Context: an optimization exercise on an open-source flow, tuned for small area. The choices shown serve that exercise and are no tape-out recipe. Function was checked by simulation only, so behaviour that the tests miss may differ from the original. Power and IR drop assume default switching activity.

[config.mk]
export PLATFORM = sky130hd
export DESIGN_NAME = uart_16550
export DESIGN_NICKNAME = uart_16550
export VERILOG_FILES = /design/flow/design.v
export SDC_FILE = /design/flow/constraint.sdc
export NUM_CORES = 4
export LEC_CHECK = 0
export CAP_MARGIN = 20
export CORE_MARGIN = 2
export CORE_UTILIZATION = 60
export PLACE_DENSITY = 0.75
export SLEW_MARGIN = 20
[constraint.sdc]
create_clock -name core_clock -period 10.0 [get_ports {clk}]
set_input_delay 2.0000 -clock core_clock [delete_from_list [all_inputs] [get_ports {clk}]]
set_output_delay 2.0000 -clock core_clock [all_outputs]
set_load 0.01 [all_outputs]
[design.v]
`timescale 1ns / 1ps
module baud_rate_generator (
    input        clk,
    input        rst,
    input        load_div,
    input  [7:0] dll,
    input  [7:0] dlm,
    output reg   tick16,
    output       baud_tick
);
    reg [15:0] ncnt;     
    reg [3:0]  sub;
    reg        loaded;
    wire [15:0] div = (loaded | load_div) ? {dlm, dll} : 16'd651;
    wire        hit = (ncnt == 16'hfffe);    
    always @(posedge clk or posedge rst) begin
        if (rst) begin
            ncnt   <= ~16'd651;
            sub    <= 4'd0;
            tick16 <= 1'b0;
            loaded <= 1'b0;
        end else begin
            if (load_div) loaded <= 1'b1;
            ncnt   <= (load_div | hit) ? ~div : ncnt + 16'd1;
            tick16 <= ~load_div & hit;
            if (load_div)  sub <= 4'd0;
            else if (hit)  sub <= sub + 4'd1;
        end
    end
    assign baud_tick = tick16 & (sub == 4'd0);
endmodule
`timescale 1ns / 1ps
module fifo (
    input        clk,
    input        rst,
    input        wr_en,
    input        rd_en,
    input  [7:0] din,
    output [7:0] dout,
    output       full,
    output       empty
);
    reg [127:0] mem;
    reg [4:0]   head;
    assign empty = head[4];
    assign full  = (head == 5'd15);
    assign dout  = mem[head[3:0]*8 +: 8];
    wire do_wr = wr_en & ~full;
    wire do_rd = rd_en & ~empty;
    always @(posedge clk)
        if (do_wr) mem <= {mem[119:0], din};
    always @(posedge clk or posedge rst) begin
        if (rst)
            head <= 5'h1f;
        else if (do_wr & ~do_rd)
            head <= head + 5'd1;
        else if (do_rd & ~do_wr)
            head <= head - 5'd1;
    end
endmodule
`timescale 1ns / 1ps
module registers (
    input            clk,
    input            rst,
    input            cs,
    input            wr,
    input      [2:0] addr,
    input      [7:0] wdata,
    output reg [7:0] dll,
    output reg [7:0] dlm,
    output reg [7:0] ier,
    output reg [7:0] lcr,
    output reg [7:0] scr,
    output reg       write_thr,
    output reg       load_div,
    output reg       frst_tx,
    output reg       frst_rx
);
    wire dlab = lcr[7];
    wire wen  = cs & wr;
    always @(posedge clk or posedge rst) begin
        if (rst) begin
            dll <= 8'd0;
            dlm <= 8'd0;
            ier <= 8'd0;
            lcr <= 8'd0;
            scr <= 8'd0;
            write_thr <= 1'b0;
            load_div  <= 1'b0;
            frst_tx   <= 1'b0;
            frst_rx   <= 1'b0;
        end else begin
            write_thr <= wen & (addr == 3'd0) & ~dlab;
            load_div  <= wen & (addr[2:1] == 2'd0) & dlab;
            frst_rx   <= wen & (addr == 3'd2) & wdata[1];
            frst_tx   <= wen & (addr == 3'd2) & wdata[2];
            if (wen & (addr == 3'd0) & dlab)  dll <= wdata;
            if (wen & (addr == 3'd1) & dlab)  dlm <= wdata;
            if (wen & (addr == 3'd1) & ~dlab) ier <= wdata;
            if (wen & (addr == 3'd3))         lcr <= wdata;
            if (wen & (addr == 3'd7))         scr <= wdata;
        end
    end
endmodule
`timescale 1ns / 1ps
module tx (
    input        clk,
    input        rst,
    input        baud_tick,
    input        fifo_empty,
    input  [7:0] fifo_dout,
    input  [7:0] lcr,
    output       pop,
    output       idle,
    output reg   stx
);
    localparam IDLE = 3'd0, START = 3'd1, DATA = 3'd2, PAR = 3'd3, STOP = 3'd4;
    reg [2:0] st;
    reg [2:0] bitc;
    reg [7:0] dat;
    reg       par;
    wire [2:0] last = {1'b1, lcr[1:0]};    
    assign idle = (st == IDLE);
    assign pop  = idle & ~fifo_empty;
    always @(posedge clk or posedge rst) begin
        if (rst) begin
            st  <= IDLE;
            par <= 1'b0;
        end else begin
            case (st)
                IDLE:  if (pop) st <= START;
                START: if (baud_tick) st <= DATA;
                DATA:  if (baud_tick && bitc == last) st <= lcr[3] ? PAR : STOP;
                PAR:   if (baud_tick) st <= STOP;
                STOP:  if (baud_tick) st <= IDLE;
                default: st <= st;
            endcase
            if (baud_tick && st == START && lcr[3])
                par <= lcr[4] ? ~^dat : ^dat;
        end
    end
    always @(posedge clk) begin
        if (pop) dat <= fifo_dout;
        if (st != DATA)                   bitc <= 3'd0;
        else if (baud_tick && bitc < last) bitc <= bitc + 3'd1;
    end
    always @(*) begin
        case (st)
            START:   stx = 1'b0;
            DATA:    stx = dat[bitc];
            PAR:     stx = par;
            default: stx = 1'b1;
        endcase
    end
endmodule
`timescale 1ns / 1ps
module rx (
    input            clk,
    input            rst,
    input            tick16,
    input            srx,
    input      [7:0] lcr,
    output     [7:0] sh,
    output reg       done,
    output reg       ferr
);
    localparam IDLE = 2'd0, START = 2'd3, DATA = 2'd2, STOP = 2'd1;
    reg [1:0] sync;
    reg [1:0] st;
    reg [3:0] os;
    reg [2:0] bitc;
    reg [4:0] sh_lo;    
    reg [2:0] sh_hi;
    wire s = sync[1];
    always @(posedge clk) sync <= {sync[0], srx};
    wire [2:0] last = {1'b1, lcr[1:0]};
    wire smp  = tick16 & (os == 4'd1);
    wire bend = tick16 & (os == 4'd8);
    assign sh = {sh_hi, sh_lo};
    always @(posedge clk or posedge rst) begin
        if (rst) begin
            st    <= IDLE;
            done  <= 1'b0;
            ferr  <= 1'b0;
            sh_hi <= 3'd0;
        end else begin
            done <= (st == STOP) & bend;
            ferr <= ((st == START) & bend & s) | ((st == STOP) & smp & ~s);
            case (st)
                IDLE:  if (~s) st <= START;
                START: if (bend) st <= s ? IDLE : DATA;
                DATA:  if (bend && bitc == last) st <= STOP;
                STOP:  if (bend) st <= IDLE;
            endcase
            if (st == DATA && smp) begin
                if (bitc == 3'd5) sh_hi[0] <= s;
                if (bitc == 3'd6) sh_hi[1] <= s;
                if (bitc == 3'd7) sh_hi[2] <= s;
            end
        end
    end
    always @(posedge clk) begin
        if (st == IDLE)  os <= 4'd0;
        else if (tick16) os <= os + 4'd1;
        if (st != DATA)  bitc <= 3'd0;
        else if (bend)   bitc <= bitc + 3'd1;
        if (st == DATA && smp) begin
            if (bitc == 3'd0) sh_lo[0] <= s;
            if (bitc == 3'd1) sh_lo[1] <= s;
            if (bitc == 3'd2) sh_lo[2] <= s;
            if (bitc == 3'd3) sh_lo[3] <= s;
            if (bitc == 3'd4) sh_lo[4] <= s;
        end
    end
endmodule
`timescale 1ns / 1ps
module uart_16550 (
    input         clk,
    input         rst,
    input         cs,
    input         wr,
    input  [2:0]  addr,
    input  [7:0]  wdata,
    output reg [7:0] rdata,
    output        irq,
    input         rx,
    output        tx,
    output        out1,
    output        out2
);
    wire [7:0] dll, dlm, ier, lcr, scr;
    wire       write_thr, load_div, frst_tx, frst_rx;
    wire       tick16, baud_tick;
    wire [7:0] txf_dout, rxf_dout, rsh;
    wire       txf_full, txf_empty, rxf_full, rxf_empty;
    wire       tx_pop, tx_idle;
    wire       rx_done, ferr;
    reg        rxf_wr;
    wire dlab     = lcr[7];
    wire read_rbr = cs & ~wr & (addr == 3'd0) & ~dlab;
    registers reg_file (
        .clk(clk), .rst(rst), .cs(cs), .wr(wr), .addr(addr), .wdata(wdata),
        .dll(dll), .dlm(dlm), .ier(ier), .lcr(lcr), .scr(scr),
        .write_thr(write_thr), .load_div(load_div), .frst_tx(frst_tx), .frst_rx(frst_rx)
    );
    baud_rate_generator baud_gen (
        .clk(clk), .rst(rst), .load_div(load_div), .dll(dll), .dlm(dlm),
        .tick16(tick16), .baud_tick(baud_tick)
    );
    fifo tx_fifo (
        .clk(clk), .rst(rst | frst_tx),
        .wr_en(write_thr), .rd_en(tx_pop), .din(wdata),
        .dout(txf_dout), .full(txf_full), .empty(txf_empty)
    );
    always @(posedge clk or posedge rst)
        if (rst) rxf_wr <= 1'b0;
        else     rxf_wr <= rx_done;
    fifo rx_fifo (
        .clk(clk), .rst(rst | frst_rx),
        .wr_en(rxf_wr), .rd_en(read_rbr), .din(rsh),
        .dout(rxf_dout), .full(rxf_full), .empty(rxf_empty)
    );
    tx transmitter (
        .clk(clk), .rst(rst), .baud_tick(baud_tick),
        .fifo_empty(txf_empty), .fifo_dout(txf_dout), .lcr(lcr),
        .pop(tx_pop), .idle(tx_idle), .stx(tx)
    );
    rx receiver (
        .clk(clk), .rst(rst), .tick16(tick16), .srx(rx), .lcr(lcr),
        .sh(rsh), .done(rx_done), .ferr(ferr)
    );
    wire [7:0] lsr = {1'b0, tx_idle & txf_empty, tx_idle, ferr, 1'b0, 1'b0,
                      rxf_full & rx_done, ~rxf_empty};
    wire rd    = cs & ~wr;
    wire s_dll = rd & (addr == 3'd0) & dlab;
    wire s_rbr = rd & (addr == 3'd0) & ~dlab & ~rxf_empty;
    wire s_dlm = rd & (addr == 3'd1) & dlab;
    wire s_ier = rd & (addr == 3'd1) & ~dlab;
    wire s_iir = rd & (addr == 3'd2);
    wire s_lcr = rd & (addr == 3'd3);
    wire s_lsr = rd & (addr == 3'd5);
    wire s_scr = rd & (addr == 3'd7);
    always @(*) begin
        rdata = ({8{s_dll}} & dll) | ({8{s_rbr}} & rxf_dout) | ({8{s_dlm}} & dlm) |
                ({8{s_ier}} & ier) | ({8{s_lcr}} & lcr) | ({8{s_lsr}} & lsr) |
                ({8{s_scr}} & scr) | {5'd0, s_iir, 2'd0};
    end
    assign irq  = ~rxf_empty & ier[0];
    assign out1 = 1'b0;
    assign out2 = 1'b0;
endmodule
[flow/run.sh]
#!/bin/bash
# Layout flow: the standard ORFS flow (standard.sh) with three changes.
#  1. Synthesis is synth_recipe.tcl unchanged except that Yosys's abc pass maps
#     the combinational logic with flow/area.abc, an area-oriented ABC script,
#     instead of ORFS's speed script. Registers are mapped before abc runs, so
#     they are the same cells with the same names as in the standard synthesis.
#  2. CTS uses clkbuf_16 only, with larger sink clusters, and no dummy loads.
#  3. The port buffers are buf_1 cells.
# Every tool's output goes to orfs/logs (ORFS's own per-step logs) and to
# flow.log in this folder.
set -euo pipefail
W=$(pwd)

{
  printf 'proc abc {args} {\n'
  printf '  set i [lsearch -exact $args -script]\n'
  printf '  if {$i >= 0} { lset args [expr {$i + 1}] %s }\n' "$W/flow/area.abc"
  printf '  yosys abc {*}$args\n'
  printf '}\n'
  cat synth_recipe.tcl
} > own_synth.tcl
sed "s#$W/synth_recipe.tcl#$W/own_synth.tcl#g" standard.sh > own_standard.sh
grep -q own_synth.tcl own_standard.sh

export CTS_ARGS="-sink_clustering_enable -repair_clock_nets -dont_use_dummy_load -buf_list {sky130_fd_sc_hd__clkbuf_4 sky130_fd_sc_hd__clkbuf_8} -sink_clustering_size 18 -sink_clustering_max_diameter 70"
export BUFFER_PORTS_ARGS="-buffer_cell sky130_fd_sc_hd__buf_1"

bash own_standard.sh > flow.log 2>&1
test -f out/final.def
[flow/area.abc]
&get -n
&st
&syn2
&synch2
&put
dch -f
amap
[standard.sh]
#!/bin/bash
# synth_recipe.tcl (not shown) runs the flow's synth.tcl, then flattens the netlist and writes it again
# the make line also repeats each setting of config.mk as NAME=value (left out here)
make -C /OpenROAD-flow-scripts/flow DESIGN_CONFIG=/design/flow/config.mk WORK_HOME=/design/flow/orfs CLKGATE_MAP_FILE= SYNTH_SCRIPT=/design/flow/synth_recipe.tcl "${@:-finish}"
==> flow_summary.json, run 1 <==
{
  "fmax_mhz": 162.0,
  "required_ns": 8.00,
  "fin_skew_ns": 0.03909,
  "final_cell_mix": "edfxtp_1, nor2_1, clkinv_1, a21oi_1",
  "nFillCells": 1841,
  "worstSkewPairLatency_ns": 0.58,
  "die_y_um": 160.9,
  "final_common_cell": "edfxtp_1",
  "h-tree-depth": 1,
  "detail-route-antenna-nets": 0,
  "ys_warn_count": 6,
  "multi_input_area_mm2": 0.003877,
  "hold_viol": 0,
  "vias_per_cell": 6.532,
  "fin_crit_sh_pct": 61.72,
  "postSynthCellCount": 1074,
  "tightest_slew_ns": 0.9457,
  "syn_area_mm2": 0.01478,
  "cts_root_buf": "clkbuf_8",
  "grt_pass1_wl_um": 49520,
  "grtUsageTotal_pct": 24.32,
  "grt_max_degree": 79,
  "vdd.ir_drop.worst_v": 0.0001514,
  "crit_slowest_cell": "a2111oi_0",
  "leakagePower_nw": 4.940,
  "wl_um": 31150,
  "wl_per_cell_um": 21.35,
  "max_cap_viol_count": 0,
  "vias": 9530,
  "place_area_mm2": 0.01537,
  "fp.dieW_um": 160.9,
  "hpwl_um": 19900,
  "reg2reg_setup_slack_ns": 5.88,
  "cts_max_path_buffers": 3,
  "rr_endpoint": "rx_fifo.head[4]$_DFFE_PP1P_",
  "endpoint": "rdata[2]",
  "first_pass_iters": 5,
  "path_max_fanout": 8,
  "synth_seq_area_share_pct": 71.36,
  "initial_utilization_pct": 60.95,
  "start_kind": "input port",
  "status": "no timing/DRC/antenna violations",
  "io_pins": 28,
  "cts_tree": "built",
  "synthArstFlopShare_pct": 23.85,
  "rr_worst_depth": 13,
  "endpoint_kind": "output pin",
  "antenna_cells": 0,
  "drive_gt1_share_pct": 5.374,
  "synth_edf_count": 269,
  "place_congestion": 0.8827,
  "drt_iter0_markers": 1057,
  "relSlewSlack_pct": 36.95,
  "tns_ns": 0,
  "cts_setup_buffers": 0,
  "antenna_found_initial": 1,
  "fin_area_mm2": 0.01573,
  "cts.clk_slew.worst_paths_ns": 0.10,
  "synth_cell_types": 44,
  "coreArea_mm2": 0.02425,
  "seq_area_mm2": 0.01055,
  "holdBufCountCts": 0,
  "clock_sinks": 369,
  "period_minus_slack_ns": 6.172,
  "arrival_ns": 4.17,
  "crit_type": "in2out",
  "cts-buffers-inserted": 24,
  "hold_path_class": "reg2reg",
  "finalMaxSlewViolations": 0,
  "power_density_mw_per_mm2": 190.4,
  "drc_errors": 0,
  "setup_violations": 0,
  "area_delta_synth_final_pct": 6.425,
  "nets": 1179,
  "grt_pass1_vias": 9063,
  "avgSynthCellArea_um2": 13.76,
  "io_buffers": 25,
  "ctsResizeCount": 0,
  "die_area_mm2": 0.02590,
  "synth-seq-cells": 369,
  "synth-main-ff-cell": "edfxtp_1",
  "r2r-start": "rx_fifo.head[0]$_DFFE_PP1P_",
  "critPathLaunch": "addr[0]",
  "path_cells": "buf_1 > clkinv_1 > o21ai_0 > a21oi_1 > a2111oi_0 > o21ai_0 > buf_1",
  "overflow": 0,
  "rsz0062_at_grt": "false",
  "slowest_delay_ns": 0.73,
  "fp-row-count": 57
}
[layout make-up]
cell class	instances	share of cell area, %
timing repair buffer	38	1.344
inverter	94	2.251
clock buffer	24	2.100
sequential	369	67.08
multi-input combinational	610	24.65
tap	324	2.577
[cell usage after synthesis, drive strengths merged, types with 5 or more instances]
library cell  instances  area share [%]
a21oi                71             2.4
dfrtp                67              11
dfstp                21             3.7
or3                   9            0.38
nand3                 7            0.24
clkinv               94             2.4
o221ai               25             1.5
dfxtp                12             1.6
a32o                  7            0.47
nor3                 43             1.5
a221oi               67             4.0
edfxtp              269              55
nor4                 13            0.55
nor2                106             2.7
a211oi               10            0.51
ha                   24             2.0
a221o                10            0.68
a32oi                13            0.77
a31oi                 6            0.25
o22ai                55             2.3
nand2                48             1.2
a22oi                19            0.97
o21ai                25            0.85
a2111oi               5            0.30
[cells by family (layout without fill, tap and decap cells)]
kind of cell	count (synthesis)	in the layout	synth area share, %
xor gates and xnor gates	1	1	0.05927
buffers and inverters	96	156	2.489
and+or+nand+nor	243	243	7.289
DFF	369	369	71.36
adders and majority gates	26	26	2.303
AOI/OAI and AO/OA	338	338	16.47
other	1	2	0.02537
[registers in the layout (all words and copies together) (netlist names), 4 cells and up]
name	flops
rx_fifo.mem	128
tx_fifo.mem	128
baud_gen.ncnt	16
reg_file.dll	8
reg_file.dlm	8
reg_file.ier	8
reg_file.lcr	8
reg_file.scr	8
transmitter.dat	8
receiver.sh_lo	5
rx_fifo.head	5
tx_fifo.head	5
baud_gen.sub	4
receiver.os	4
[critical path, delay by kind of cell]
kind,cells,cell delay [ns]
AOI/OAI and AO/OA,4,1.41
buffers and inverters,3,0.76
[per-stage QoR]
step	power [mW]	hold WS (ns)	instances	setup slack [ns]	util (%)
2_1_floorplan	2.174	0.3096	1075	0.5550	-
3_3_place_gp	2.360	0.3125	1433	3.996	63.34
3_5_place_dp	2.374	0.3374	1434	4.015	63.37
4_1_cts	3.010	0.3585	1458	4.006	64.74
5_1_grt	3.131	0.3673	1459	3.818	64.87
6_report	2.995	0.3544	1459	3.828	64.87
[metal layers]
| metal | vias to the layer above | part of all wire (%) | track usage [%] |
|---|---|---|---|
| li1 | 4407 | - | - |
| met1 | 4720 | 45 | 37.43 |
| met2 | 340 | 45 | 36.25 |
| met3 | 61 | 6.6 | 3.848 |
| met4 | 2 | 3.1 | 7.630 |
| met5 | - | 0.042 | 0 |
[worst min-delay path by stage]
stage	startpoint	depth (start not counted)	endpoint
6_report	receiver.sync[0]$_DFF_P_	0	receiver.sync[1]$_DFF_P_
4_1_cts	receiver.sync[0]$_DFF_P_	0	receiver.sync[1]$_DFF_P_
5_1_grt	receiver.sync[0]$_DFF_P_	0	receiver.sync[1]$_DFF_P_
3_3_place_gp	receiver.sync[0]$_DFF_P_	0	receiver.sync[1]$_DFF_P_
3_5_place_dp	receiver.sync[0]$_DFF_P_	0	receiver.sync[1]$_DFF_P_
2_1_floorplan	receiver.sync[0]$_DFF_P_	0	receiver.sync[1]$_DFF_P_
[power breakdown]
group / leakage, nW / internal (mW) / total (mW) / switching, mW
sequential: 3.35 / 1.72 / 1.82 / 0.0951
combinational: 1.41 / 0.188 / 0.528 / 0.340
clock: 0.173 / 0.216 / 0.649 / 0.433
total: 4.94 / 2.13 / 3.00 / 0.868
==> inputs of run 2 (changes only) <==
--- a/flow/run.sh
+++ b/flow/run.sh
@@ -22,7 +22,7 @@
 sed "s#$W/synth_recipe.tcl#$W/own_synth.tcl#g" standard.sh > own_standard.sh
 grep -q own_synth.tcl own_standard.sh
 
-export CTS_ARGS="-sink_clustering_enable -repair_clock_nets -dont_use_dummy_load -buf_list {sky130_fd_sc_hd__clkbuf_4 sky130_fd_sc_hd__clkbuf_8} -sink_clustering_size 18 -sink_clustering_max_diameter 70"
+export CTS_ARGS="-sink_clustering_enable -repair_clock_nets -dont_use_dummy_load -buf_list sky130_fd_sc_hd__clkbuf_8 -sink_clustering_size 20 -sink_clustering_max_diameter 75"
 export BUFFER_PORTS_ARGS="-buffer_cell sky130_fd_sc_hd__buf_1"
 
 bash own_standard.sh > flow.log 2>&1
==> run 2 against run 1 <==
Effect of this change: worst setup slack improved by 0.052 ns; count of clock-buffer cells in the layout decreased by 2; sequential share of layout area is 0.12 points higher; critical path depth did not move; sequential power is essentially flat; die area is the same; flip-flop and latch count did not move; largest cell class unchanged.
==> flow_summary.json, run 2 <==
{
  "endpoint": "rdata[2]",
  "endpoint_kind": "output pin",
  "drc_errors": 0,
  "first_pass_iters": 5,
  "worstSkewPairLatency_ns": 0.57,
  "drive_gt1_share_pct": 5.207,
  "path_max_fanout": 8,
  "wl_per_cell_um": 21.44,
  "grt_use_met2_pct": 36.36,
  "fp.dieW_um": 160.9,
  "crit_type": "in2out",
  "io_pins": 28,
  "cts_root_buf": "clkbuf_8",
  "rr_worst_depth": 13,
  "r2r-start": "rx_fifo.head[0]$_DFFE_PP1P_",
  "synth-main-ff-cell": "edfxtp_1",
  "place_area_mm2": 0.01537,
  "critPathLaunch": "addr[0]",
  "cts_max_path_buffers": 3,
  "grt_pass1_vias": 9004,
  "leakagePower_nw": 4.926,
  "fp-row-count": 57,
  "fin_area_mm2": 0.01570,
  "wl_um": 31240,
  "synth_cell_types": 44,
  "max_cap_viol_count": 0,
  "hold_viol": 0,
  "antenna_cells": 0,
  "synthArstFlopShare_pct": 23.85,
  "h-tree-depth": 1,
  "syn_area_mm2": 0.01478,
  "met3_usage_pct": 3.667,
  "yosys-top-cells-area": "edfxtp_1, dfrtp_1, a221oi_1, dfstp_2, nor2_1",
  "finalMaxSlewViolations": 0,
  "postSynthCellCount": 1074,
  "fin_crit_sh_pct": 61.20,
  "antenna_found_initial": 1,
  "ctsResizeCount": 0,
  "vias_per_cell": 6.563,
  "power_density_mw_per_mm2": 189.2,
  "synth_top_cell_area_share_pct": 54.66,
  "synth_edf_count": 269,
  "top_usage_layer": "met1",
  "hold_path_class": "reg2reg",
  "fin_ws_ns": 3.880,
  "period_minus_slack_ns": 6.120,
  "yosysMostFrequentCell": "edfxtp_1",
  "reg.largest.list": "rx_fifo.mem (128), tx_fifo.mem (128), baud_gen.ncnt (16)",
  "seq_area_mm2": 0.01055,
  "grtUsageTotal_pct": 24.31,
  "holdBufCountCts": 0,
  "arrival_ns": 4.12,
  "synth_seq_area_share_pct": 71.36,
  "io_buffers": 25,
  "finalPower_mw": 2.971,
  "cts.clk_slew.worst_paths_ns": 0.11,
  "rsz0062_at_grt": "false",
  "vias": 9563,
  "post-place-ws_ns": 4.015,
  "coreArea_mm2": 0.02425,
  "area_delta_synth_final_pct": 6.239,
  "hold_ws_ns": 0.3613,
  "multi_input_area_mm2": 0.003877,
  "tightest_slew_ns": 0.9468,
  "synth-seq-cells": 369,
  "fin_skew_ns": 0.05795,
  "reg2reg_setup_slack_ns": 5.85,
  "use_met1_pct": 37.63,
  "fmax_mhz": 163.4,
  "final_cell_mix": "edfxtp_1, nor2_1, clkinv_1, a21oi_1",
  "avgSynthCellArea_um2": 13.76,
  "final_common_cell": "edfxtp_1",
  "rr_endpoint": "rx_fifo.head[4]$_DFFE_PP1P_",
  "start_kind": "input port",
  "synthTopCellsByCount": "edfxtp_1, nor2_1, clkinv_1",
  "hpwl_um": 19900,
  "overflow": 0,
  "synth_top_cell_by_area": "edfxtp_1",
  "nets": 1177,
  "detail-route-antenna-nets": 0,
  "die_area_mm2": 0.02590,
  "vdd.ir_drop.worst_v": 0.0001594,
  "nFillCells": 1849,
  "status": "no timing/DRC/antenna violations",
  "grt_pass1_wl_um": 49600,
  "clock_sinks": 369,
  "place_congestion": 0.8827,
  "ys_warn_count": 6,
  "relSlewSlack_pct": 36.88,
  "drt_iter0_markers": 974,
  "required_ns": 8.00,
  "tns_ns": 0,
  "cts_tree": "built",
  "setup_violations": 0,
  "grt_max_degree": 79,
  "initial_utilization_pct": 60.95,
  "cts-buffers-inserted": 22,
  "cts_setup_buffers": 0,
  "die_y_um": 160.9
}
==> run 2: cell types whose count changed in the layout (fill, tap and decap cells not counted), sizes merged <==
cell	change
clkbuf	-2
==> run 2: layer usage <==
metal,vias up,share of wire (%)
met5,-,0.042
met2,365,46
met4,2,2.5
li1,4400,-
met1,4743,44
met3,53,7.2
==> run 2: cell families (layout without fill, tap and decap cells) <==
family | Yosys count | in the layout | share of synthesized area (%)
other | 1 | 2 | 0.02537
adders and majority gates | 26 | 26 | 2.303
and+or+nand+nor | 243 | 243 | 7.289
AOI/OAI and AO/OA | 338 | 338 | 16.47
xor gates and xnor gates | 1 | 1 | 0.05927
buffers and inverters | 96 | 154 | 2.489
DFF | 369 | 369 | 71.36
==> run 2: area by class of cell <==
| class | count | share of cell area (%) |
|---|---|---|
| Sequential cell | 369 | 67.19 |
| Multi-Input combinational cell | 610 | 24.70 |
| Tap cell | 324 | 2.582 |
| Inverter | 94 | 2.255 |
| Clock buffer | 22 | 1.928 |
| Timing Repair Buffer | 38 | 1.347 |
==> run 2: worst min path at each step <==
stage / start / to / slack [ns] / depth (start not counted)
6_report: receiver.sync[0]$_DFF_P_ / receiver.sync[1]$_DFF_P_ / 0.36 / 0
5_1_grt: receiver.sync[0]$_DFF_P_ / receiver.sync[1]$_DFF_P_ / 0.38 / 0
4_1_cts: receiver.sync[0]$_DFF_P_ / receiver.sync[1]$_DFF_P_ / 0.37 / 0
3_5_place_dp: receiver.sync[0]$_DFF_P_ / receiver.sync[1]$_DFF_P_ / 0.34 / 0
3_3_place_gp: receiver.sync[0]$_DFF_P_ / receiver.sync[1]$_DFF_P_ / 0.31 / 0
2_1_floorplan: receiver.sync[0]$_DFF_P_ / receiver.sync[1]$_DFF_P_ / 0.31 / 0
==> run 2: worst max-delay path: stages <==
cell and delay, ns:
buf_1 0.27, clkinv_1 0.25, o21ai_0 0.22, a21oi_1 0.09, a2111oi_0 0.71, o21ai_0 0.36
buf_1 0.22
==> run 2: stage by stage <==
stage	util (%)	cells
after floorplan	-	1075
after global placement	63.34	1433
after detailed placement	63.37	1434
after CTS	64.62	1456
after global routing	64.75	1457
final	64.75	1457
==> run 2: report_power, final <==
part	internal, mW	switching (mW)
clock network	0.200	0.424
logic	0.188	0.341
registers	1.72	0.0952
total	2.11	0.860
==> inputs of run 3 (changes only) <==
--- a/design.v
+++ b/design.v
@@ -5,22 +5,22 @@
     input        load_div,
     input  [7:0] dll,
     input  [7:0] dlm,
+    input        dll_ok,
+    input        dlm_ok,
     output reg   tick16,
     output       baud_tick
 );
     reg [15:0] ncnt;     
     reg [3:0]  sub;
-    reg        loaded;
-    wire [15:0] div = (loaded | load_div) ? {dlm, dll} : 16'd651;
+    wire        loaded = dll_ok | dlm_ok;
+    wire [15:0] div = loaded ? {dlm & {8{dlm_ok}}, dll & {8{dll_ok}}} : 16'd651;
     wire        hit = (ncnt == 16'hfffe);    
     always @(posedge clk or posedge rst) begin
         if (rst) begin
             ncnt   <= ~16'd651;
             sub    <= 4'd0;
             tick16 <= 1'b0;
-            loaded <= 1'b0;
         end else begin
-            if (load_div) loaded <= 1'b1;
             ncnt   <= (load_div | hit) ? ~div : ncnt + 16'd1;
             tick16 <= ~load_div & hit;
             if (load_div)  sub <= 4'd0;
@@ -71,6 +71,10 @@
     output reg [7:0] ier,
     output reg [7:0] lcr,
     output reg [7:0] scr,
+    output reg       dll_ok,
+    output reg       dlm_ok,
+    output reg       ier_ok,
+    output reg       scr_ok,
     output reg       write_thr,
     output reg       load_div,
     output reg       frst_tx,
@@ -78,28 +82,38 @@
 );
     wire dlab = lcr[7];
     wire wen  = cs & wr;
+    wire we_dll = wen & (addr == 3'd0) & dlab;
+    wire we_dlm = wen & (addr == 3'd1) & dlab;
+    wire we_ier = wen & (addr == 3'd1) & ~dlab;
+    wire we_scr = wen & (addr == 3'd7);
     always @(posedge clk or posedge rst) begin
         if (rst) begin
-            dll <= 8'd0;
-            dlm <= 8'd0;
-            ier <= 8'd0;
-            lcr <= 8'd0;
-            scr <= 8'd0;
+            lcr       <= 8'd0;
+            dll_ok    <= 1'b0;
+            dlm_ok    <= 1'b0;
+            ier_ok    <= 1'b0;
+            scr_ok    <= 1'b0;
             write_thr <= 1'b0;
             load_div  <= 1'b0;
             frst_tx   <= 1'b0;
             frst_rx   <= 1'b0;
         end else begin
             write_thr <= wen & (addr == 3'd0) & ~dlab;
-            load_div  <= wen & (addr[2:1] == 2'd0) & dlab;
+            load_div  <= we_dll | we_dlm;
             frst_rx   <= wen & (addr == 3'd2) & wdata[1];
             frst_tx   <= wen & (addr == 3'd2) & wdata[2];
-            if (wen & (addr == 3'd0) & dlab)  dll <= wdata;
-            if (wen & (addr == 3'd1) & dlab)  dlm <= wdata;
-            if (wen & (addr == 3'd1) & ~dlab) ier <= wdata;
-            if (wen & (addr == 3'd3))         lcr <= wdata;
-            if (wen & (addr == 3'd7))         scr <= wdata;
-        end
+            if (we_dll) dll_ok <= 1'b1;
+            if (we_dlm) dlm_ok <= 1'b1;
+            if (we_ier) ier_ok <= 1'b1;
+            if (we_scr) scr_ok <= 1'b1;
+            if (wen & (addr == 3'd3)) lcr <= wdata;
+        end
+    end
+    always @(posedge clk) begin
+        if (we_dll) dll <= wdata;
+        if (we_dlm) dlm <= wdata;
+        if (we_ier) ier <= wdata;
+        if (we_scr) scr <= wdata;
     end
 endmodule
 `timescale 1ns / 1ps
@@ -229,6 +243,7 @@
     output        out2
 );
     wire [7:0] dll, dlm, ier, lcr, scr;
+    wire       dll_ok, dlm_ok, ier_ok, scr_ok;
     wire       write_thr, load_div, frst_tx, frst_rx;
     wire       tick16, baud_tick;
     wire [7:0] txf_dout, rxf_dout, rsh;
@@ -241,10 +256,12 @@
     registers reg_file (
         .clk(clk), .rst(rst), .cs(cs), .wr(wr), .addr(addr), .wdata(wdata),
         .dll(dll), .dlm(dlm), .ier(ier), .lcr(lcr), .scr(scr),
+        .dll_ok(dll_ok), .dlm_ok(dlm_ok), .ier_ok(ier_ok), .scr_ok(scr_ok),
         .write_thr(write_thr), .load_div(load_div), .frst_tx(frst_tx), .frst_rx(frst_rx)
     );
     baud_rate_generator baud_gen (
         .clk(clk), .rst(rst), .load_div(load_div), .dll(dll), .dlm(dlm),
+        .dll_ok(dll_ok), .dlm_ok(dlm_ok),
         .tick16(tick16), .baud_tick(baud_tick)
     );
     fifo tx_fifo (
@@ -272,20 +289,20 @@
     wire [7:0] lsr = {1'b0, tx_idle & txf_empty, tx_idle, ferr, 1'b0, 1'b0,
                       rxf_full & rx_done, ~rxf_empty};
     wire rd    = cs & ~wr;
-    wire s_dll = rd & (addr == 3'd0) & dlab;
+    wire s_dll = rd & (addr == 3'd0) & dlab & dll_ok;
     wire s_rbr = rd & (addr == 3'd0) & ~dlab & ~rxf_empty;
-    wire s_dlm = rd & (addr == 3'd1) & dlab;
-    wire s_ier = rd & (addr == 3'd1) & ~dlab;
+    wire s_dlm = rd & (addr == 3'd1) & dlab & dlm_ok;
+    wire s_ier = rd & (addr == 3'd1) & ~dlab & ier_ok;
     wire s_iir = rd & (addr == 3'd2);
     wire s_lcr = rd & (addr == 3'd3);
     wire s_lsr = rd & (addr == 3'd5);
-    wire s_scr = rd & (addr == 3'd7);
+    wire s_scr = rd & (addr == 3'd7) & scr_ok;
     always @(*) begin
         rdata = ({8{s_dll}} & dll) | ({8{s_rbr}} & rxf_dout) | ({8{s_dlm}} & dlm) |
                 ({8{s_ier}} & ier) | ({8{s_lcr}} & lcr) | ({8{s_lsr}} & lsr) |
                 ({8{s_scr}} & scr) | {5'd0, s_iir, 2'd0};
     end
-    assign irq  = ~rxf_empty & ier[0];
+    assign irq  = ~rxf_empty & ier[0] & ier_ok;
     assign out1 = 1'b0;
     assign out2 = 1'b0;
 endmodule
--- a/flow/run.sh
+++ b/flow/run.sh
@@ -22,7 +22,7 @@
 sed "s#$W/synth_recipe.tcl#$W/own_synth.tcl#g" standard.sh > own_standard.sh
 grep -q own_synth.tcl own_standard.sh
 
-export CTS_ARGS="-sink_clustering_enable -repair_clock_nets -dont_use_dummy_load -buf_list sky130_fd_sc_hd__clkbuf_8 -sink_clustering_size 20 -sink_clustering_max_diameter 75"
+export CTS_ARGS="-sink_clustering_enable -repair_clock_nets -dont_use_dummy_load -buf_list sky130_fd_sc_hd__clkbuf_8 -sink_clustering_size 18 -sink_clustering_max_diameter 70"
 export BUFFER_PORTS_ARGS="-buffer_cell sky130_fd_sc_hd__buf_1"
 
 bash own_standard.sh > flow.log 2>&1
--- a/config.mk
+++ b/config.mk
@@ -7,6 +7,6 @@
 export LEC_CHECK = 0
 export CAP_MARGIN = 20
 export CORE_MARGIN = 2
-export CORE_UTILIZATION = 60
-export PLACE_DENSITY = 0.75
+export CORE_UTILIZATION = 50
+export PLACE_DENSITY = 0.65
 export SLEW_MARGIN = 20
==> run 3 against run 2 <==
Effect of this change: via count decreased by 5.1%; critical endpoint unchanged; clock skew decreased by 0.019 ns; total power increased by 4.0%; largest cell class unchanged; still clean on timing, DRC and antenna.
==> flow_summary.json, run 3 <==
{
  "status": "no timing/DRC/antenna violations",
  "h-tree-depth": 1,
  "vias_per_cell": 6.239,
  "fin_crit_sh_pct": 66.78,
  "vias": 9072,
  "post-place-ws_ns": 3.888,
  "holdBufCountCts": 0,
  "synthArstFlopShare_pct": 15.86,
  "wl_per_cell_um": 21.08,
  "synth_cell_types": 51,
  "ctsResizeCount": 0,
  "vdd.ir_drop.worst_v": 0.0001233,
  "cts_setup_buffers": 0,
  "syn_area_mm2": 0.01474,
  "cts_tree": "built",
  "fmax_mhz": 149.7,
  "io_buffers": 25,
  "detail-route-antenna-nets": 0,
  "tns_ns": 0,
  "max_cap_viol_count": 0,
  "area_delta_synth_final_pct": 7.030,
  "synth_top_cell_by_area": "edfxtp_1",
  "hold_path_class": "reg2reg",
  "grt_pass1_wl_um": 48560,
  "arrival_ns": 4.68,
  "power_density_mw_per_mm2": 196.0,
  "worstSkewPairLatency_ns": 0.58,
  "cts_root_buf": "clkbuf_8",
  "fp-row-count": 62,
  "fin_skew_ns": 0.03926,
  "setup_violations": 0,
  "path_max_fanout": 67,
  "antenna_cells": 0,
  "yosys-top-cells-area": "edfxtp_1, dfrtp_1, a221oi_1, dfstp_2, nor2_1",
  "reg.largest.list": "rx_fifo.mem (128), tx_fifo.mem (128), baud_gen.ncnt (16)",
  "cts_max_path_buffers": 3,
  "wl_um": 30650,
  "grt_max_degree": 83,
  "nets": 1114,
  "yosysMostFrequentCell": "edfxtp_1",
  "coreArea_mm2": 0.02886,
  "avgSynthCellArea_um2": 14.66,
  "clock_sinks": 372,
  "grt_pass1_vias": 8610,
  "io_pins": 28,
  "drc_errors": 0,
  "synth_seq_area_share_pct": 73.16,
  "finalMaxSlewViolations": 0,
  "die_y_um": 175.7,
  "initial_utilization_pct": 51.07,
  "synth-main-ff-cell": "edfxtp_1",
  "antenna_found_initial": 0,
  "relSlewSlack_pct": 33.29,
  "fp.dieW_um": 175.7,
  "place_congestion": 0.8047,
  "start_kind": "register",
  "drt_iter0_markers": 1061,
  "hold_viol": 0,
  "final_common_cell": "edfxtp_1",
  "postSynthCellCount": 1005,
  "endpoint_kind": "output pin",
  "synthTopCellsByCount": "edfxtp_1, nor2_1, clkinv_1",
  "required_ns": 8.00,
  "drive_gt1_share_pct": 6.075,
  "period_minus_slack_ns": 6.678,
  "first_pass_iters": 5,
  "ys_warn_count": 6,
  "die_area_mm2": 0.03087,
  "hold_ws_ns": 0.3459,
  "tightest_slew_ns": 1.001,
  "hpwl_um": 19150,
  "utilization_pct": 54.66,
  "final_cell_mix": "edfxtp_1, nor2_1, clkinv_1, a221oi_1, a21oi_1",
  "leakagePower_nw": 4.820,
  "cts-buffers-inserted": 25,
  "rsz0062_at_grt": "false",
  "overflow": 0,
  "crit_type": "reg2out",
  "synth_top_cell_area_share_pct": 61.33,
  "cts.clk_slew.worst_paths_ns": 0.11,
  "synth-seq-cells": 372,
  "grtUsageTotal_pct": 19.80,
  "synth_edf_count": 301,
  "fin_ws_ns": 3.322
}
==> run 3: changes by cell type in the layout (fill, tap and decap cells not counted), sizes merged, moves of 7 or more <==
cell	before	now
edfxtp	269	301
dfrtp	67	38
nor2	106	83
clkinv	94	73
a21oi	71	51
o22ai	55	40
o21ai	25	17
nand2	48	41
==> run 3: through the flow <==
step / instance area [um2] / total power, mW / instances
3_5_place_dp: 15430 / 2.457 / 1429
2_1_floorplan: 14740 / 2.250 / 1006
6_report: 15770 / 3.091 / 1454
4_1_cts: 15770 / 3.118 / 1454
3_3_place_gp: 15430 / 2.446 / 1429
5_1_grt: 15770 / 3.238 / 1454
==> run 3: where the power goes <==
group / switching (mW) / internal (mW)
registers: 0.0852 / 1.75
clock network: 0.442 / 0.225
logic: 0.378 / 0.213
total: 0.905 / 2.19
==> run 3: kinds of logic (layout without fill, tap and decap cells) <==
logic type / Yosys count / count (layout) / share of synthesized area [%]
adders and majority gates: 26 / 26 / 2.309
buffers and inverters: 76 / 140 / 1.987
DFF: 372 / 372 / 73.16
other: 1 / 2 / 0.02544
xor gates and xnor gates: 1 / 1 / 0.05944
AOI/OAI and AO/OA: 305 / 305 / 15.44
and+or+nand+nor: 224 / 224 / 7.021
==> run 3: layout make-up <==
cell class                      count  area, um2
Multi-Input combinational cell    558       3676
Clock buffer                       25      344.1
Fill cell                        2403      13080
Tap cell                          384      480.5
Sequential cell                   372      10780
Timing Repair Buffer               41      214.0
Inverter                           74      277.8
==> run 3: path summary, 6_finish.rpt <==
| path | slack (ns) | depth (start not counted) | startpoint | end |
|---|---|---|---|---|
| worst max-delay path | 3.32 | 8 | rx_fifo.head[1]$_DFFE_PP1P_ | rdata[2] |
| worst min-delay path | 0.35 | 0 | receiver.sync[0]$_DFF_P_ | receiver.sync[1]$_DFF_P_ |
| worst max register to register | 4.69 | 15 | rx_fifo.head[1]$_DFFE_PP1P_ | rx_fifo.head[4]$_DFFE_PP1P_ |
| worst min register to register | 0.35 | 0 | receiver.sync[0]$_DFF_P_ | receiver.sync[1]$_DFF_P_ |
| max in group asynchronous | 7.84 | 3 | rst | transmitter.par$_DFFE_PP0P_ |
| min in group asynchronous | 0.61 | 1 | reg_file.frst_rx$_DFF_PP0_ | rx_fifo.head[4]$_DFFE_PP1P_ |
==> run 3: worst max-delay path, stage by stage (launching register included) <==
cell	delay, ns
dfstp_2	0.53
buf_4	0.53
clkinv_1	0.96
buf_4	0.55
a221oi_1	0.28
nor3_1	0.08
nor4_1	0.74
o2111ai_1	0.22
buf_1	0.17
==> run 3: metal layers <==
layer	vias up	part of all wire, %	track usage (%)
li1	4213	-	-
met1	4564	49	31.84
met2	256	45	29.40
met4	0	1.7	4.477
met5	-	0	0
met3	39	4.6	1.818
==> inputs of run 4 (changes only) <==
--- a/config.mk
+++ b/config.mk
@@ -8,5 +8,6 @@
 export CAP_MARGIN = 20
 export CORE_MARGIN = 2
 export CORE_UTILIZATION = 50
+export GPL_TIMING_DRIVEN = 0
 export PLACE_DENSITY = 0.65
 export SLEW_MARGIN = 20
==> run 4 against run 3 <==
Effect of this change: final area rose by 1.6%; non-clock buffer count fell by 1; critical path depth fell by 2; clock skew rose by 0.011 ns; worst hold slack got worse by 0.0072 ns; maximum frequency rose by 7.2%; via count fell by 0.44%; flip-flop and latch count did not move; die area did not move; synthesized area did not move; register-to-register slack improved by 0.83 ns.
==> flow_summary.json, run 4 <==
{
  "reg.largest.list": "rx_fifo.mem (128), tx_fifo.mem (128), baud_gen.ncnt (16)",
  "io_buffers": 25,
  "fp-row-count": 62,
  "antenna_found_initial": 0,
  "nets": 1114,
  "crit_type": "reg2out",
  "grt_max_degree": 68,
  "die_y_um": 175.7,
  "cts_max_path_buffers": 3,
  "drt_iter0_markers": 832,
  "final_common_cell": "edfxtp_1",
  "relSlewSlack_pct": 32.20,
  "postSynthCellCount": 1005,
  "holdBufCountCts": 0,
  "critPathLaunch": "rx_fifo.head[0]$_DFFE_PP1P_",
  "wl_per_cell_um": 20.85,
  "wl_um": 30320,
  "p_clk_share_pct": 21.6,
  "ctsResizeCount": 0,
  "switching_share_pct": 29.46,
  "tightest_slew_ns": 1.011,
  "fp.dieW_um": 175.7,
  "die_area_mm2": 0.03087,
  "power_density_mw_per_mm2": 194.3,
  "nFillCells": 2359,
  "synthArstFlopShare_pct": 15.86,
  "synth-main-ff-cell": "edfxtp_1",
  "synth_edf_count": 301,
  "detail-route-antenna-nets": 0,
  "r2r-start": "tx_fifo.head[1]$_DFFE_PP1P_",
  "grtUsageTotal_pct": 19.91,
  "finalPower_mw": 3.115,
  "hpwl_um": 19230,
  "rsz0062_at_grt": "false",
  "p_int_mw": 2.197,
  "synth_top_cell_by_area": "edfxtp_1",
  "sequentialPowerShare_pct": 60.1,
  "final_cell_mix": "edfxtp_1, nor2_1, clkinv_1, a221oi_1, a21oi_1",
  "drc_errors": 0,
  "worstSkewPairLatency_ns": 0.59,
  "hold_path_class": "reg2reg",
  "h-tree-depth": 1,
  "min_from": "receiver.sync[0]$_DFF_P_",
  "endpoint_kind": "output pin",
  "status": "no timing/DRC/antenna violations",
  "fin_skew_ns": 0.05049,
  "grt_pass1_vias": 8701,
  "hold_ws_ns": 0.3388,
  "vias_per_cell": 6.212,
  "path_max_fanout": 36,
  "path_cells": "clkinv_2 > a221oi_1 > nor3_1 > nor4_1 > o221ai_1 > buf_1",
  "crit_slowest_cell": "dfstp_2",
  "synthTopCellsByCount": "edfxtp_1, nor2_1, clkinv_1",
  "slowest_delay_ns": 1.10,
  "cts_setup_buffers": 0,
  "synth_top_cell_area_share_pct": 61.33,
  "min_to": "receiver.sync[1]$_DFF_P_",
  "start_kind": "register",
  "antenna_cells": 0,
  "avgSynthCellArea_um2": 14.66,
  "synth-seq-cells": 372,
  "utilization_pct": 55.56,
  "period_minus_slack_ns": 6.230,
  "cts-buffers-inserted": 26,
  "arrival_ns": 4.23,
  "vias": 9032,
  "syn_area_mm2": 0.01474,
  "place_congestion": 0.7854,
  "synth_cell_types": 51,
  "tns_ns": 0,
  "grt_pass1_wl_um": 48760,
  "crit_buf_inv": 2,
  "max_cap_viol_count": 0,
  "comb_power_share_pct": 18.3,
  "yosysMostFrequentCell": "edfxtp_1",
  "overflow": 0,
  "yosys-top-cells-area": "edfxtp_1, dfrtp_1, a221oi_1, dfstp_2, nor2_1",
  "path_delay_family": "flip-flops",
  "leakagePower_nw": 4.900,
  "rr_worst_depth": 10,
  "rr_endpoint": "tx_fifo.head[4]$_DFFE_PP1P_",
  "hold_path_depth": 0,
  "fin_crit_sh_pct": 62.30,
  "fmax_mhz": 160.5,
  "io_pins": 28,
  "initial_utilization_pct": 51.07,
  "finalMaxSlewViolations": 0,
  "setup_violations": 0,
  "first_pass_iters": 8,
  "ys_warn_count": 6,
  "reg2reg_setup_slack_ns": 5.52,
  "synth_seq_area_share_pct": 73.16,
  "clock_sinks": 372,
  "cts_tree": "built",
  "hold_viol": 0,
  "area_delta_synth_final_pct": 8.787,
  "coreArea_mm2": 0.02886,
  "cts_root_buf": "clkbuf_8",
  "vdd.ir_drop.worst_v": 0.0001317,
  "cts.clk_slew.worst_paths_ns": 0.10,
  "drive_gt1_share_pct": 6.822,
  "p_sw_mw": 0.9176,
  "required_ns": 8.00
}
-- run 4: cell counts after synthesis --
Identical to the previous run, type by type.
-- run 4: cell type report --
type	instances	area, um2	share of cell area [%]
inverters	74	282.8	1.764
multi-input cells	558	3701	23.08
well taps	384	480.5	2.997
flip-flops and latches	372	10790	67.29
repair buffers	38	406.6	2.536
plain buffers	2	15.01	0.09365
clock buffers	26	357.8	2.232
-- run 4: cells by family after synthesis --
group | count (synthesis) | share of synthesized area, %
DFF | 372 | 73.16
AOI/OAI and AO/OA | 305 | 15.44
buffers and inverters | 76 | 1.987
xor gates and xnor gates | 1 | 0.05944
adders and majority gates | 26 | 2.309
and+or+nand+nor | 224 | 7.021
other | 1 | 0.02544
-- run 4: worst max-delay path by stage --
stage / slack [ns] / end / cells after the start
after detailed placement: 3.87 / rdata[7] / 9
after global routing: 3.65 / rdata[4] / 6
after CTS: 3.75 / rdata[4] / 6
final: 3.77 / rdata[4] / 6
after global placement: -2.37 / rx_fifo.head[4]$_DFFE_PP1P_ / 12
after floorplan: 0.56 / rx_fifo.head[4]$_DFFE_PP1P_ / 12
-- run 4: power by group through the flow --
stage / Sequential (mW) / Combinational, mW / Clock, mW
final: 1.87 / 0.570 / 0.673
after floorplan: 1.86 / 0.393 / 0
after detailed placement: 1.91 / 0.566 / 0
after global routing: 1.89 / 0.634 / 0.750
after global placement: 1.90 / 0.550 / 0
after CTS: 1.87 / 0.569 / 0.697
-- run 4: stage by stage --
stage	cell area, um2	instances	worst slack (ns)
finish	16030	1454	3.770
global route	16030	1454	3.650
CTS	16030	1454	3.755
detailed placement	15680	1428	3.868
global placement	15320	1415	-2.374
floorplan	14740	1006	0.5558
-- run 4: layer usage --
layer | up-vias | global-route usage (%) | share of wire [%]
met5 | - | 0 | 0
met4 | 0 | 4.683 | 2.0
met3 | 39 | 1.991 | 5.8
met2 | 259 | 29.87 | 45
met1 | 4509 | 31.53 | 47
li1 | 4225 | - | -
-- run 4: worst register-to-register path, delay by kind of cell (launching register included) --
kind	cells	cell delay, ns
adder cells (fa/ha/maj)	2	0.84
flip-flops	1	0.83
buffers and inverters	1	0.93
AO/OA/AOI/OAI	4	1.57
AND/OR/NAND/NOR	3	0.26
==> inputs of run 5 (changes only) <==
--- a/config.mk
+++ b/config.mk
@@ -7,7 +7,6 @@
 export LEC_CHECK = 0
 export CAP_MARGIN = 20
 export CORE_MARGIN = 2
-export CORE_UTILIZATION = 50
-export GPL_TIMING_DRIVEN = 0
-export PLACE_DENSITY = 0.65
+export CORE_UTILIZATION = 60
+export PLACE_DENSITY = 0.75
 export SLEW_MARGIN = 20
==> run 5 against run 4 <==
Effect of this change: worst hold slack better by 0.012 ns; clock power is 1% lower; critical endpoint unchanged; die area down 16%; final area down 2.1%; combinational power is about 10% higher; routed wire length up 0.67%; worst setup slack better by 0.15 ns; sequential power decreased by 3%; flip-flop and latch count did not move; clock skew up 0.013 ns; register-to-register slack improved by 0.31 ns.
==> flow_summary.json, run 5 <==
{
  "vias_per_cell": 6.627,
  "wl_per_cell_um": 21.93,
  "final_common_cell": "edfxtp_1",
  "synthTopCellsByCount": "edfxtp_1, nor2_1, clkinv_1",
  "cts_tree": "built",
  "setup_violations": 0,
  "slowest_delay_ns": 0.75,
  "vdd.ir_drop.worst_v": 0.0001353,
  "cts_root_buf": "clkbuf_8",
  "path_max_fanout": 7,
  "period_minus_slack_ns": 6.080,
  "ctsResizeCount": 0,
  "endpoint_kind": "output pin",
  "post-place-ws_ns": 3.952,
  "fin_crit_sh_pct": 60.80,
  "critPathLaunch": "wr",
  "drt_iter0_markers": 1223,
  "synth_cell_types": 51,
  "detail-route-antenna-nets": 0,
  "coreArea_mm2": 0.02425,
  "nets": 1112,
  "fp.dieW_um": 160.7,
  "grt_max_degree": 78,
  "fin_ws_ns": 3.920,
  "hold_path_class": "reg2reg",
  "fmax_mhz": 164.5,
  "antenna_cells": 0,
  "hpwl_um": 19290,
  "synth_top_cell_by_area": "edfxtp_1",
  "overflow": 0,
  "tns_ns": 0,
  "drive_gt1_share_pct": 5.993,
  "synth_edf_count": 301,
  "cts_setup_buffers": 0,
  "grt_pass1_vias": 8556,
  "path_cells": "buf_1 > nand2b_1 > or2_0 > nor3_1 > clkinv_1 > o221ai_1 > a21oi_1 > o221ai_1 > buf_1",
  "synthArstFlopShare_pct": 15.86,
  "power_density_mw_per_mm2": 198.1,
  "max_cap_viol_count": 0,
  "relSlewSlack_pct": 32.47,
  "initial_utilization_pct": 60.78,
  "path_delay_family": "simple AND/OR/NAND/NOR gates",
  "io_pins": 28,
  "synth-main-ff-cell": "edfxtp_1",
  "die_y_um": 160.7,
  "crit_type": "in2out",
  "avgSynthCellArea_um2": 14.66,
  "cts.clk_slew.worst_paths_ns": 0.11,
  "synth_top_cell_area_share_pct": 61.33,
  "hold_path_depth": 0,
  "place_congestion": 0.9315,
  "start_kind": "input port",
  "crit_cells": 9,
  "required_ns": 8.00,
  "area_delta_synth_final_pct": 6.512,
  "antenna_found_initial": 0,
  "fp-row-count": 57,
  "rr_worst_depth": 14,
  "cts-buffers-inserted": 25,
  "grtUsageTotal_pct": 23.74,
  "cts_max_path_buffers": 3,
  "utilization_pct": 64.74,
  "clock_sinks": 372,
  "die_area_mm2": 0.02583,
  "r2r-start": "rx_fifo.head[1]$_DFFE_PP1P_",
  "finalMaxSlewViolations": 0,
  "drc_errors": 0,
  "wl_um": 30520,
  "leakagePower_nw": 4.811,
  "yosysMostFrequentCell": "edfxtp_1",
  "tightest_slew_ns": 1.011,
  "holdBufCountCts": 0,
  "yosys-top-cells-area": "edfxtp_1, dfrtp_1, a221oi_1, dfstp_2, nor2_1",
  "min_from": "receiver.sync[0]$_DFF_P_",
  "ys_warn_count": 6,
  "finalPower_mw": 3.110,
  "reg.largest.list": "rx_fifo.mem (128), tx_fifo.mem (128), baud_gen.ncnt (16)",
  "h-tree-depth": 1,
  "hold_viol": 0,
  "grt_pass1_wl_um": 48200,
  "status": "no timing/DRC/antenna violations",
  "synth_seq_area_share_pct": 73.16,
  "first_pass_iters": 5,
  "vias": 9225,
  "postSynthCellCount": 1005,
  "arrival_ns": 4.08,
  "fin_skew_ns": 0.06392,
  "io_buffers": 25,
  "syn_area_mm2": 0.01474,
  "crit_buf_inv": 3,
  "crit_slowest_cell": "nor3_1",
  "worstSkewPairLatency_ns": 0.60,
  "final_cell_mix": "edfxtp_1, nor2_1, clkinv_1, a221oi_1, a21oi_1",
  "synth-seq-cells": 372,
  "rsz0062_at_grt": "false"
}
## run 5: worst paths after layout
check                                               to  slack, ns
setup / recovery                              rdata[4]       3.92
hold / removal                receiver.sync[1]$_DFF_P_       0.35
setup reg to reg           rx_fifo.head[4]$_DFFE_PP1P_       5.83
hold reg to reg               receiver.sync[1]$_DFF_P_       0.35
max in group asynchronous   baud_gen.ncnt[4]$_DFF_PP1_       7.63
min in group asynchronous  rx_fifo.head[4]$_DFFE_PP1P_       0.61
## run 5: power breakdown
group	internal, mW	leakage, nW	total (mW)	switching [mW]
sequential	1.75	3.33	1.82	0.0714
combinational	0.214	1.30	0.627	0.413
clock	0.225	0.180	0.665	0.440
total	2.19	4.81	3.11	0.923
## run 5: cell families (layout without fill, tap and decap cells)
kind of cell	Yosys count	after routing	synth area share, %
buffers and inverters	76	138	1.987
DFF	372	372	73.16
AOI/OAI and AO/OA	305	305	15.44
xor gates and xnor gates	1	1	0.05944
adders and majority gates	26	26	2.309
other	1	2	0.02544
and+or+nand+nor	224	224	7.021
## run 5: area by class of cell
type / count / area [um2]
well taps: 324 / 405.4
clock buffers: 25 / 344.1
fillers: 1796 / 8551
inverters: 74 / 277.8
repair buffers: 39 / 198.9
multi-input cells: 558 / 3690
flip-flops and latches: 372 / 10780
## run 5: metrics by stage
step | std cells | hold slack (ns) | area, um2
2_1_floorplan | 1006 | 0.3096 | 14740
3_3_place_gp | 1367 | 0.3171 | 15340
3_5_place_dp | 1367 | 0.3171 | 15350
4_1_cts | 1392 | 0.3520 | 15690
5_1_grt | 1392 | 0.3554 | 15700
6_report | 1392 | 0.3506 | 15700
## run 5: layer usage
metal	global-route usage (%)	vias up	part of all wire, %
li1	-	4228	-
met1	37.76	4570	45
met2	35.15	373	46
met3	2.867	54	6.3
met4	6.778	0	2.6
met5	0	-	0
## run 5: worst register-to-register path: stages (launching register included)
cell	delay, ns
dfstp_2	0.55
clkinv_1	0.37
buf_4	0.48
nor4_1	0.59
nor2b_4	0.06
buf_4	0.39
ha_1	0.44
clkinv_1	0.11
ha_1	0.28
a21o_1	0.19
a21oi_1	0.19
nor2_1	0.06
a211oi_1	0.24
nor2_1	0.07
a21oi_1	0.11
==> inputs of run 6 (changes only) <==
--- a/config.mk
+++ b/config.mk
@@ -5,8 +5,8 @@
 export SDC_FILE = /design/flow/constraint.sdc
 export NUM_CORES = 4
 export LEC_CHECK = 0
-export CAP_MARGIN = 20
+export CAP_MARGIN = 0
 export CORE_MARGIN = 2
 export CORE_UTILIZATION = 60
 export PLACE_DENSITY = 0.75
-export SLEW_MARGIN = 20
+export SLEW_MARGIN = 0
==> run 6 against run 5 <==
Effect of this change: still clean on timing, DRC and antenna; non-clock buffer count did not move; first-iteration DRC count fell by 5.9%; maximum frequency rose by 0.83%; worst hold slack got worse by 0.0027 ns; largest power group unchanged.
==> flow_summary.json, run 6 <==
{
  "fin_crit_sh_pct": 60.29,
  "synth-seq-cells": 372,
  "clock_sinks": 372,
  "ys_warn_count": 6,
  "max_cap_viol_count": 0,
  "vdd.ir_drop.worst_v": 0.0001362,
  "cts_tree": "built",
  "avgSynthCellArea_um2": 14.66,
  "fin_area_mm2": 0.01568,
  "nets": 1112,
  "final_cell_mix": "edfxtp_1, nor2_1, clkinv_1, a221oi_1, a21oi_1",
  "arrival_ns": 4.03,
  "fp-row-count": 57,
  "hold_viol": 0,
  "fp.dieW_um": 160.7,
  "yosysMostFrequentCell": "edfxtp_1",
  "fmax_mhz": 165.9,
  "grt_pass1_vias": 8591,
  "drc_errors": 0,
  "synth_seq_area_share_pct": 73.16,
  "place_area_mm2": 0.01534,
  "cts_root_buf": "clkbuf_8",
  "synth_top_cell_by_area": "edfxtp_1",
  "power_density_mw_per_mm2": 197.4,
  "vias": 9163,
  "path_max_fanout": 7,
  "die_area_mm2": 0.02583,
  "synthArstFlopShare_pct": 15.86,
  "wl_per_cell_um": 21.57,
  "finalNonFillerCells": 1392,
  "grtUsageTotal_pct": 23.51,
  "ctsResizeCount": 0,
  "fin_skew_ns": 0.07447,
  "antenna_found_initial": 0,
  "detail-route-antenna-nets": 0,
  "drt_iter0_markers": 1151,
  "crit_buf_inv": 3,
  "cts-buffers-inserted": 25,
  "synth_edf_count": 301,
  "path_delay_family": "simple AND/OR/NAND/NOR gates",
  "period_minus_slack_ns": 6.029,
  "setup_violations": 0,
  "cts_setup_buffers": 0,
  "h-tree-depth": 1,
  "crit_slowest_cell": "nor3_1",
  "wl_um": 30020,
  "io_buffers": 25,
  "status": "no timing/DRC/antenna violations",
  "area_delta_synth_final_pct": 6.418,
  "leakagePower_nw": 4.809,
  "antenna_cells": 0,
  "tns_ns": 0,
  "required_ns": 8.00,
  "cts.clk_slew.worst_paths_ns": 0.10,
  "die_y_um": 160.7,
  "crit_type": "in2out",
  "cts_max_path_buffers": 3,
  "drive_gt1_share_pct": 5.899,
  "coreArea_mm2": 0.02425,
  "synth_cell_types": 51,
  "hold_ws_ns": 0.3479,
  "syn_area_mm2": 0.01474,
  "tightest_slew_ns": 1.209,
  "initial_utilization_pct": 60.78,
  "holdBufCountCts": 0,
  "synthTopCellsByCount": "edfxtp_1, nor2_1, clkinv_1",
  "synth_top_cell_area_share_pct": 61.33,
  "relSlewSlack_pct": 19.42,
  "grt_pass1_wl_um": 47890,
  "grt_max_degree": 78,
  "synth-main-ff-cell": "edfxtp_1",
  "nFillCells": 1818,
  "first_pass_iters": 8,
  "finalMaxSlewViolations": 0,
  "hold_path_class": "reg2reg",
  "dp_cells": 1367,
  "overflow": 0,
  "worstSkewPairLatency_ns": 0.58,
  "rsz0062_at_grt": "false",
  "final_common_cell": "edfxtp_1",
  "vias_per_cell": 6.583,
  "reg.largest.list": "rx_fifo.mem (128), tx_fifo.mem (128), baud_gen.ncnt (16)",
  "place_congestion": 0.9315,
  "hpwl_um": 19190,
  "path_cells": "buf_1 > nand2b_1 > or2_0 > nor3_1 > clkinv_1 > o221ai_1 > a21oi_1 > o221ai_1 > buf_1",
  "start_kind": "input port",
  "yosys-top-cells-area": "edfxtp_1, dfrtp_1, a221oi_1, dfstp_2, nor2_1",
  "endpoint_kind": "output pin",
  "postSynthCellCount": 1005,
  "utilization_pct": 64.68,
  "io_pins": 28,
  "slowest_delay_ns": 0.69
}
==> run 6: layout make-up <==
class	instances	area, um2	share of cell area (%)
sequential	372	10780	68.74
multi-input combinational	558	3676	23.44
tap	324	405.4	2.585
clock buffer	25	344.1	2.194
inverter	74	277.8	1.771
timing repair buffer	39	198.9	1.268
==> run 6: per-stage QoR <==
| step | setup WS, ns | power, mW |
|---|---|---|
| final | 3.971 | 3.096 |
| after global routing | 3.747 | 3.240 |
| after CTS | 3.960 | 3.113 |
| after detailed placement | 3.931 | 2.468 |
| after global placement | 3.985 | 2.455 |
| after floorplan | 0.5558 | 2.250 |
==> run 6: path summary, 6_finish.rpt <==
check | cells after the start | slack, ns | from | end
max in group asynchronous | 3 | 7.67 | rst | baud_gen.ncnt[4]$_DFF_PP1_
min in group asynchronous | 1 | 0.56 | reg_file.frst_rx$_DFF_PP0_ | rx_fifo.head[3]$_DFFE_PP1P_
min reg2reg | 0 | 0.35 | receiver.sync[0]$_DFF_P_ | receiver.sync[1]$_DFF_P_
max reg2reg | 10 | 5.73 | tx_fifo.head[3]$_DFFE_PP1P_ | tx_fifo.head[4]$_DFFE_PP1P_
max | 9 | 3.97 | wr | rdata[4]
min | 0 | 0.35 | receiver.sync[0]$_DFF_P_ | receiver.sync[1]$_DFF_P_
==> run 6: where the power goes <==
part / internal (mW) / total, mW / switching (mW) / leakage [nW]
sequential: 1.75 / 1.82 / 0.0702 / 3.33
clock: 0.225 / 0.655 / 0.430 / 0.180
combinational: 0.214 / 0.623 / 0.409 / 1.30
==> run 6: cells by family (layout without fill, tap and decap cells) <==
family	Yosys count	in the layout	synth area share, %
buffers and inverters	76	138	1.987
AND/OR/NAND/NOR	224	224	7.021
other	1	2	0.02544
flip-flops	372	372	73.16
AO/OA/AOI/OAI	305	305	15.44
adder cells (fa/ha/maj)	26	26	2.309
XOR/XNOR	1	1	0.05944
==> run 6: worst register-to-register path, delay by kind of cell (launching register included) <==
family / cells / cell delay (ns)
AO/OA/AOI/OAI: 4 / 1.62
adder cells (fa/ha/maj): 2 / 0.95
flip-flops: 1 / 0.78
AND/OR/NAND/NOR: 4 / 0.89
==> run 6: per-layer routing <==
metal,vias up,track usage (%),wire [um]
met5,-,0,0
met4,0,6.209,662
met3,50,3.177,2074
met2,357,34.68,13810
met1,4541,37.52,13470
li1,4215,-,-
==> inputs of run 7 (changes only) <==
--- a/flow/run.sh
+++ b/flow/run.sh
@@ -22,7 +22,7 @@
 sed "s#$W/synth_recipe.tcl#$W/own_synth.tcl#g" standard.sh > own_standard.sh
 grep -q own_synth.tcl own_standard.sh
 
-export CTS_ARGS="-sink_clustering_enable -repair_clock_nets -dont_use_dummy_load -buf_list sky130_fd_sc_hd__clkbuf_8 -sink_clustering_size 18 -sink_clustering_max_diameter 70"
+export CTS_ARGS="-sink_clustering_enable -repair_clock_nets -dont_use_dummy_load -buf_list sky130_fd_sc_hd__clkbuf_8 -sink_clustering_size 16 -sink_clustering_max_diameter 70"
 export BUFFER_PORTS_ARGS="-buffer_cell sky130_fd_sc_hd__buf_1"
 
 bash own_standard.sh > flow.log 2>&1
==> config.mk (replaced) <==
export PLATFORM = sky130hd
export DESIGN_NAME = uart_16550
export DESIGN_NICKNAME = uart_16550
export VERILOG_FILES = /design/flow/design.v
export SDC_FILE = /design/flow/constraint.sdc
export NUM_CORES = 4
export LEC_CHECK = 0
export CAP_MARGIN = 20
export CORE_MARGIN = 2
export CORE_UTILIZATION = 50
export PLACE_DENSITY = 0.65
export SLEW_MARGIN = 20
==> run 7 against run 6 <==
Effect of this change: still clean on timing, DRC and antenna; sequential share of layout area decreased by 0.57 points; register-to-register slack worse by 1.0 ns; final area grew 0.84%; global-route usage decreased by 3.7 points; flip-flop and latch count stayed put; critical path depth is 1 lower; synthesized area unchanged; clock skew down 0.015 ns; critical path type is now reg2out; largest cell class unchanged; highest routed layer unchanged.
==> flow_summary.json, run 7 <==
{
  "synthArstFlopShare_pct": 15.86,
  "power_density_mw_per_mm2": 197.4,
  "coreArea_mm2": 0.02886,
  "reg.largest.list": "rx_fifo.mem (128), tx_fifo.mem (128), baud_gen.ncnt (16)",
  "io_pins": 28,
  "cts_setup_buffers": 0,
  "synth_seq_area_share_pct": 73.16,
  "hold_path_depth": 0,
  "max_cap_viol_count": 0,
  "min_from": "receiver.sync[0]$_DFF_P_",
  "muxShareOfSynthArea_pct": 0,
  "fin_crit_sh_pct": 66.78,
  "holdBufCountCts": 0,
  "r2r-start": "rx_fifo.head[1]$_DFFE_PP1P_",
  "synth_top_cell_area_share_pct": 61.33,
  "final_common_cell": "edfxtp_1",
  "vias_per_cell": 6.258,
  "required_ns": 8.00,
  "initial_utilization_pct": 51.07,
  "yosys-top-cells-area": "edfxtp_1, dfrtp_1, a221oi_1, dfstp_2, nor2_1",
  "tightest_slew_ns": 1.005,
  "rr_endpoint": "rx_fifo.head[4]$_DFFE_PP1P_",
  "relSlewSlack_pct": 32.98,
  "met3_length_um": 1468,
  "first_pass_iters": 5,
  "yosys.area_share.simple_pct": 7.021,
  "endpoint_kind": "output pin",
  "seq_area_mm2": 0.01078,
  "vias": 9118,
  "ys_warn_count": 6,
  "synth_top_cell_by_area": "edfxtp_1",
  "wl_met1_um": 15040,
  "status": "no timing/DRC/antenna violations",
  "cts.clk_slew.worst_paths_ns": 0.10,
  "clock_sinks": 372,
  "period_minus_slack_ns": 6.678,
  "fin_skew_ns": 0.05930,
  "syn_area_mm2": 0.01474,
  "tns_ns": 0,
  "fin_ws_ns": 3.322,
  "synth_cell_types": 51,
  "die_area_mm2": 0.03087,
  "finalMaxSlewViolations": 0,
  "vdd.ir_drop.worst_v": 0.0001093,
  "path_max_fanout": 67,
  "grt_max_degree": 83,
  "synth-xor-area-share_pct": 0.05943,
  "overflow": 0,
  "area_delta_synth_final_pct": 7.310,
  "io_buffers": 25,
  "drc_errors": 0,
  "avgSynthCellArea_um2": 14.66,
  "synth-main-ff-cell": "edfxtp_1",
  "fp-row-count": 62,
  "min_to": "receiver.sync[1]$_DFF_P_",
  "grt_pass1_vias": 8601,
  "h-tree-depth": 1,
  "synthTopCellsByCount": "edfxtp_1, nor2_1, clkinv_1",
  "fmax_mhz": 149.7,
  "rsz0062_at_grt": "false",
  "place_congestion": 0.8047,
  "multi_input_area_mm2": 0.003676,
  "nFillCells": 2411,
  "leakagePower_nw": 4.842,
  "synth_top_family_by_area": "compound AO/OA/AOI/OAI gates",
  "synth-seq-cells": 372,
  "slowest_delay_ns": 0.94,
  "ctsResizeCount": 0,
  "hold_path_class": "reg2reg",
  "worstSkewPairLatency_ns": 0.59,
  "synth_edf_count": 301
}
[run 7: final cells by class]
type                       instances  share of cell area, %
timing repair buffer              41                  1.353
sequential                       372                  68.17
multi-input combinational        558                  23.24
clock buffer                      28                  2.437
inverter                          74                  1.756
tap                              384                  3.038
[run 7: report_power, final]
part	internal (mW)	switching [mW]	total, mW	leakage [nW]
sequential	1.75	0.0857	1.83	3.33
combinational	0.213	0.378	0.591	1.31
clock	0.250	0.448	0.698	0.201
total	2.21	0.911	3.12	4.84
[run 7: critical path: cells and delay by family (launching register included)]
family,cells,cell delay (ns)
AO/OA/AOI/OAI,2,0.59
AND/OR/NAND/NOR,2,0.74
buffers and inverters,4,2.20
flip-flops,1,0.53
[run 7: kinds of logic after synthesis]
kind of cell,count (synthesis)
DFF,372
AOI/OAI and AO/OA,305
and+or+nand+nor,224
buffers and inverters,76
adders and majority gates,26
xor gates and xnor gates,1
other,1
[run 7: how the worst max path moves through the flow]
stage | startpoint | slack, ns | endpoint
floorplan | rx_fifo.head[1]$_DFFE_PP1P_ | 0.56 | rx_fifo.head[4]$_DFFE_PP1P_
global placement | wr | 3.93 | rdata[4]
detailed placement | rx_fifo.head[1]$_DFFE_PP1P_ | 3.89 | rdata[4]
CTS | rx_fifo.head[1]$_DFFE_PP1P_ | 3.25 | rdata[4]
global route | rx_fifo.head[1]$_DFFE_PP1P_ | 2.93 | rdata[4]
finish | rx_fifo.head[1]$_DFFE_PP1P_ | 3.32 | rdata[4]
[run 7: layer usage]
layer	vias up	global-route usage (%)
met5	-	0
met2	230	29.53
met1	4631	31.53
met4	0	3.753
li1	4221	-
met3	36	2.489
[run 7: metrics by stage]
step | power (mW) | util (%) | std cells | area (um2) | hold slack, ns
after floorplan | 2.250 | - | 1006 | 14740 | 0.3096
after global placement | 2.446 | 53.47 | 1429 | 15430 | 0.3173
after detailed placement | 2.457 | 53.47 | 1429 | 15430 | 0.3135
after CTS | 3.148 | 54.80 | 1457 | 15820 | 0.3446
after global routing | 3.272 | 54.80 | 1457 | 15820 | 0.3593
final | 3.122 | 54.80 | 1457 | 15820 | 0.3423
